What follows belongs to an exercise in optimizing a design on an open flow for small area, a short achievable clock period and few clock cycles; a production flow would make more cautious choices.
In this exercise RTL edits were held to simulation tests only and were not proved equivalent to the original.

==> run a: inputs <==
## mips
module mips(
    input clk,
    input reset,
    output [31:0] i_addr,
    input [31:0] i_data,
    output [11:0] d_addr,
    output [31:0] d_wdata,
    output [3:0] d_be,
    output d_we,
    input [31:0] d_rdata
    );
==> module mudi, before the edit <==
module mudi(
    input [31:0] A,
    input [31:0] B,
    input [2:0] MuDiOp,
	 input start,
    input We,
    input [31:0] Din,
	 input Clk,
	 input Reset,
	 output buzy,
    output [31:0] Dout,
	 input exp_in
    );
	localparam R = 4;
	localparam NIT = 32 / R;
	localparam S_IDLE = 3'd0;
	localparam S_MUL  = 3'd1;
	localparam S_NORM = 3'd2;
	localparam S_DIV  = 3'd3;
	localparam S_FIX  = 3'd4;
	reg [31:0] hi, lo;
	reg [2:0] state;
	reg [32:0] acc;    
	reg [31:0] ql;     
	reg [32:0] mc;     
	reg [4:0] cnt;
	reg sgn, neg_q, neg_r, undo_hi;
	reg is_mt_M, is_mudi_M;
	assign buzy = (state != S_IDLE);
	assign Dout = MuDiOp[0] ? lo : hi;
	wire last_mul = (cnt == NIT - 1);
	wire signed [R:0] digit = {ql[R-1] & sgn & last_mul, ql[R-1:0]};
	wire signed [R+34:0] prod = $signed(mc) * digit;
	wire signed [R+34:0] msum = $signed({{(R+2){acc[32]}}, acc}) + prod;
	wire [32:0] acc_n = msum[R+32:R];
	wire [31:0] ql_n = {msum[R-1:0], ql[31:R]};
	function [5:0] clz32;
		input [31:0] x;
		integer i;
		reg found;
		begin
			clz32 = 6'd32;
			found = 1'b0;
			for (i = 31; i >= 0; i = i - 1)
				if (!found && x[i]) begin
					clz32 = 6'd31 - i[5:0];
					found = 1'b1;
				end
		end
	endfunction
	wire [5:0] la = clz32(acc[31:0]);
	wire [5:0] lb = clz32(mc[31:0]);
	wire [5:0] kdiff = lb - la;
	wire a_small = (la > lb);
	wire [32:0] dsub = {1'b0, acc[31:0]} - {1'b0, mc[31:0]};
	wire dge = ~dsub[32];
	always @(posedge Clk) begin
		if (Reset) begin
			hi <= 32'b0;
			lo <= 32'b0;
			state <= S_IDLE;
			cnt <= 5'd0;
		end else if (exp_in) begin
			if (is_mt_M) begin
				if (undo_hi) hi <= acc[31:0];
				else lo <= acc[31:0];
				state <= S_IDLE;
			end else if (is_mudi_M) begin
				state <= S_IDLE;
			end
		end else begin
			case (state)
				S_IDLE: begin
					if (start) begin
						case (MuDiOp)
							3'b000: begin
								if (B != 32'h0000_0000) begin
									acc <= {1'b0, A[31] ? -A : A};
									mc <= {1'b0, B[31] ? -B : B};
									neg_q <= A[31] ^ B[31];
									neg_r <= A[31];
									state <= S_NORM;
								end
							end
							3'b001: begin
								if (B != 32'h0000_0000) begin
									acc <= {1'b0, A};
									mc <= {1'b0, B};
									neg_q <= 1'b0;
									neg_r <= 1'b0;
									state <= S_NORM;
								end
							end
							3'b010: begin
								acc <= 33'b0;
								mc <= {A[31], A};
								ql <= B;
								sgn <= 1'b1;
								cnt <= 5'd0;
								state <= S_MUL;
							end
							3'b011: begin
								acc <= 33'b0;
								mc <= {1'b0, A};
								ql <= B;
								sgn <= 1'b0;
								cnt <= 5'd0;
								state <= S_MUL;
							end
						endcase
					end else if (We) begin
						case (MuDiOp)
							3'b110: begin
								acc <= {1'b0, hi};
								undo_hi <= 1'b1;
								hi <= Din;
							end
							3'b111: begin
								acc <= {1'b0, lo};
								undo_hi <= 1'b0;
								lo <= Din;
							end
						endcase
					end
				end
				S_MUL: begin
					acc <= acc_n;
					ql <= ql_n;
					cnt <= cnt + 5'd1;
					if (last_mul) begin
						hi <= acc_n[31:0];
						lo <= ql_n;
						state <= S_IDLE;
					end
				end
				S_NORM: begin
					ql <= 32'b0;
					if (a_small) begin
						state <= S_FIX;
					end else begin
						mc <= {1'b0, mc[31:0] << kdiff[4:0]};
						cnt <= kdiff[4:0];
						state <= S_DIV;
					end
				end
				S_DIV: begin
					if (dge) acc <= dsub;
					ql <= {ql[30:0], dge};
					mc <= {1'b0, 1'b0, mc[31:1]};
					cnt <= cnt - 5'd1;
					if (cnt == 5'd0) state <= S_FIX;
				end
				S_FIX: begin
					hi <= neg_r ? -acc[31:0] : acc[31:0];
					lo <= neg_q ? -ql : ql;
					state <= S_IDLE;
				end
				default: state <= S_IDLE;
			endcase
		end
		is_mt_M <= We;
		is_mudi_M <= start;
	end
endmodule
clock: 18.0 ns
lec_check: 0
cap_margin: 20
core_margin: 2
core_utilization: 35
place_density: 0.6
slew_margin: 20
run.sh (not shown) runs the stock make flow with config.mk's settings and CLKGATE_MAP_FILE= SYNTH_SCRIPT=/design/flow/synth_recipe.tcl, a recipe that flattens the netlist after the stock synthesis.
==> run b (differences from run a) <==
--- a/flow/design.v
+++ b/flow/design.v
@@ -1354,152 +1354,112 @@
     output [31:0] Dout,
 	 input exp_in
     );
-	localparam R = 4;
-	localparam NIT = 32 / R;
-	localparam S_IDLE = 3'd0;
-	localparam S_MUL  = 3'd1;
-	localparam S_NORM = 3'd2;
-	localparam S_DIV  = 3'd3;
-	localparam S_FIX  = 3'd4;
-	reg [31:0] hi, lo;
-	reg [2:0] state;
-	reg [32:0] acc;    
-	reg [31:0] ql;     
-	reg [32:0] mc;     
-	reg [4:0] cnt;
-	reg sgn, neg_q, neg_r, undo_hi;
-	reg is_mt_M, is_mudi_M;
-	assign buzy = (state != S_IDLE);
-	assign Dout = MuDiOp[0] ? lo : hi;
-	wire last_mul = (cnt == NIT - 1);
-	wire signed [R:0] digit = {ql[R-1] & sgn & last_mul, ql[R-1:0]};
-	wire signed [R+34:0] prod = $signed(mc) * digit;
-	wire signed [R+34:0] msum = $signed({{(R+2){acc[32]}}, acc}) + prod;
-	wire [32:0] acc_n = msum[R+32:R];
-	wire [31:0] ql_n = {msum[R-1:0], ql[31:R]};
-	function [5:0] clz32;
-		input [31:0] x;
-		integer i;
-		reg found;
-		begin
-			clz32 = 6'd32;
-			found = 1'b0;
-			for (i = 31; i >= 0; i = i - 1)
-				if (!found && x[i]) begin
-					clz32 = 6'd31 - i[5:0];
-					found = 1'b1;
-				end
-		end
-	endfunction
-	wire [5:0] la = clz32(acc[31:0]);
-	wire [5:0] lb = clz32(mc[31:0]);
-	wire [5:0] kdiff = lb - la;
-	wire a_small = (la > lb);
-	wire [32:0] dsub = {1'b0, acc[31:0]} - {1'b0, mc[31:0]};
-	wire dge = ~dsub[32];
+	reg [31:0] hi_temp, lo_temp, hi, lo;
+	reg is_mt_M;
+	reg is_mudi_M;
+	reg [31:0] dvsr;
+	reg neg_q, neg_r, is_div;
+	reg [32:0] part_rem;
+	integer counter;
+	assign buzy = (counter == 0) ? 0 : 1;
+	assign Dout = (MuDiOp == 3'b100) ? hi : 
+						(MuDiOp == 3'b101) ? lo :
+						32'h17230004;
 	always @(posedge Clk) begin
 		if (Reset) begin
+			hi_temp <= 32'b0;
+			lo_temp <= 32'b0;
 			hi <= 32'b0;
 			lo <= 32'b0;
-			state <= S_IDLE;
-			cnt <= 5'd0;
+			is_mt_M <= 0;
+			is_mudi_M <= 0;
+			counter <= 0;
+			is_div <= 0;
 		end else if (exp_in) begin
 			if (is_mt_M) begin
-				if (undo_hi) hi <= acc[31:0];
-				else lo <= acc[31:0];
-				state <= S_IDLE;
+				hi <= hi_temp;
+				lo <= lo_temp;
+				hi_temp <= 0;
+				lo_temp <= 0;
+				is_mt_M <= 0;
+				is_mudi_M <= 0;
+				counter <= 0;
 			end else if (is_mudi_M) begin
-				state <= S_IDLE;
+				hi_temp <= 0;
+				lo_temp <= 0;
+				is_mt_M <= 0;
+				is_mudi_M <= 0;
+				counter <= 0;
 			end
-		end else begin
-			case (state)
-				S_IDLE: begin
-					if (start) begin
-						case (MuDiOp)
-							3'b000: begin
-								if (B != 32'h0000_0000) begin
-									acc <= {1'b0, A[31] ? -A : A};
-									mc <= {1'b0, B[31] ? -B : B};
-									neg_q <= A[31] ^ B[31];
-									neg_r <= A[31];
-									state <= S_NORM;
-								end
-							end
-							3'b001: begin
-								if (B != 32'h0000_0000) begin
-									acc <= {1'b0, A};
-									mc <= {1'b0, B};
-									neg_q <= 1'b0;
-									neg_r <= 1'b0;
-									state <= S_NORM;
-								end
-							end
-							3'b010: begin
-								acc <= 33'b0;
-								mc <= {A[31], A};
-								ql <= B;
-								sgn <= 1'b1;
-								cnt <= 5'd0;
-								state <= S_MUL;
-							end
-							3'b011: begin
-								acc <= 33'b0;
-								mc <= {1'b0, A};
-								ql <= B;
-								sgn <= 1'b0;
-								cnt <= 5'd0;
-								state <= S_MUL;
-							end
-						endcase
-					end else if (We) begin
-						case (MuDiOp)
-							3'b110: begin
-								acc <= {1'b0, hi};
-								undo_hi <= 1'b1;
-								hi <= Din;
-							end
-							3'b111: begin
-								acc <= {1'b0, lo};
-								undo_hi <= 1'b0;
-								lo <= Din;
-							end
-						endcase
+		end else if (counter == 0 && start) begin
+			case (MuDiOp)
+				3'b000: begin
+					if (B != 32'h0000_0000) begin
+						lo_temp <= A[31] ? -A : A;
+						hi_temp <= 32'b0;
+						dvsr <= B[31] ? -B : B;
+						neg_q <= A[31] ^ B[31];
+						neg_r <= A[31];
+						is_div <= 1;
+						counter <= 34;
 					end
 				end
-				S_MUL: begin
-					acc <= acc_n;
-					ql <= ql_n;
-					cnt <= cnt + 5'd1;
-					if (last_mul) begin
-						hi <= acc_n[31:0];
-						lo <= ql_n;
-						state <= S_IDLE;
+				3'b001: begin
+					if (B != 32'h0000_0000) begin
+						lo_temp <= A;
+						hi_temp <= 32'b0;
+						dvsr <= B;
+						neg_q <= 0;
+						neg_r <= 0;
+						is_div <= 1;
+						counter <= 34;
 					end
 				end
-				S_NORM: begin
-					ql <= 32'b0;
-					if (a_small) begin
-						state <= S_FIX;
-					end else begin
-						mc <= {1'b0, mc[31:0] << kdiff[4:0]};
-						cnt <= kdiff[4:0];
-						state <= S_DIV;
-					end
+				3'b010: begin
+					{hi_temp, lo_temp} <= $signed(A) * $signed(B);
+					is_div <= 0;
+					counter <= 5;
+				end
+				3'b011: begin
+					{hi_temp, lo_temp} <= $unsigned(A) * $unsigned(B);
+					is_div <= 0;
+					counter <= 5;
 				end
-				S_DIV: begin
-					if (dge) acc <= dsub;
-					ql <= {ql[30:0], dge};
-					mc <= {1'b0, 1'b0, mc[31:1]};
-					cnt <= cnt - 5'd1;
-					if (cnt == 5'd0) state <= S_FIX;
-				end
-				S_FIX: begin
-					hi <= neg_r ? -acc[31:0] : acc[31:0];
-					lo <= neg_q ? -ql : ql;
-					state <= S_IDLE;
+			endcase
+		end else if (counter == 0 && ~start && We) begin
+			case (MuDiOp)
+				3'b110: begin
+					hi_temp <= hi;
+					lo_temp <= lo;
+					hi <= Din;
+				end
+				3'b111: begin
+					hi_temp <= hi;
+					lo_temp <= lo;
+					lo <= Din;
 				end
-				default: state <= S_IDLE;
 			endcase
+		end else if (counter == 1) begin
+			hi <= hi_temp;
+			lo <= lo_temp;
+			hi_temp <= 0;
+			lo_temp <= 0;
+			counter <= 0;
+		end else if (counter > 1) begin
+			if (is_div && counter > 2) begin
+				part_rem = {hi_temp, lo_temp[31]};
+				if (part_rem >= {1'b0, dvsr}) begin
+					hi_temp <= part_rem[31:0] - dvsr;
+					lo_temp <= {lo_temp[30:0], 1'b1};
+				end else begin
+					hi_temp <= part_rem[31:0];
+					lo_temp <= {lo_temp[30:0], 1'b0};
+				end
+			end else if (is_div) begin
+				if (neg_q) lo_temp <= -lo_temp;
+				if (neg_r) hi_temp <= -hi_temp;
+			end
+			counter <= counter - 1;
 		end
 		is_mt_M <= We;
 		is_mudi_M <= start;
==> results.txt <==
item                                                                   run a      run b
Total clock sinks                                                       1968       1989
Share of the synthesized area in the top cell type                    26.74%     18.73%
Sequential element share of the synthesized area                      40.07%     29.72%
Status                                              timing/DRC/antenna clean  timing/DRC/antenna clean
Number of antenna violations at the first check in global routing         62        113
Relative area of non-clock buffer cells in the final design           3.362%     3.254%
Worst slew slack as a fraction of its limit                           8.006%     11.55%
R2r setup slk                                                        7310 ps    2460 ps
Relative area of clock buffers and inverters in the final design      5.122%     3.881%
Number of cells produced by synthesis                                  13261      18228
Final cell count without fillers                                       17966      24610
Post-synthesis cell type count                                           116        126
Mux contribution to synthesized area                                  14.74%     9.931%
Post-Place Worst Slack                                               7805 ps    2746 ps
Final Net Count                                                        13470      20042
Max Fanout on Critical Path                                               68         37
Testbench counts of run a, summed over its fixed seeds: cycles 58,994.
Testbench counts of run b, summed over its fixed seeds: cycles 63,897.

==> what the ideal ports hide <==
Ports are ideal in the flow. The routed layouts listed here were re-timed in OpenROAD. Step 1 assumes that a clkbuf_16 drives the clock port and a buf_2 every other input. Step 2, shift: input delay + t, output delay - t, t = (earliest + latest rising clock arrival at the registers) / 2. This alone moves slack from input paths to output paths. Slacks: no drivers / after step 1 / after step 2; pairs: no drivers / after step 1.
run	t, ns	setup slack, ns	pins driven straight from the clock port
run a	1.007	7.313 / 7.313 / 7.313	1
run b	1.014	2.457 / 2.457 / 2.457	1
After both steps setup and hold are still met in every run listed.
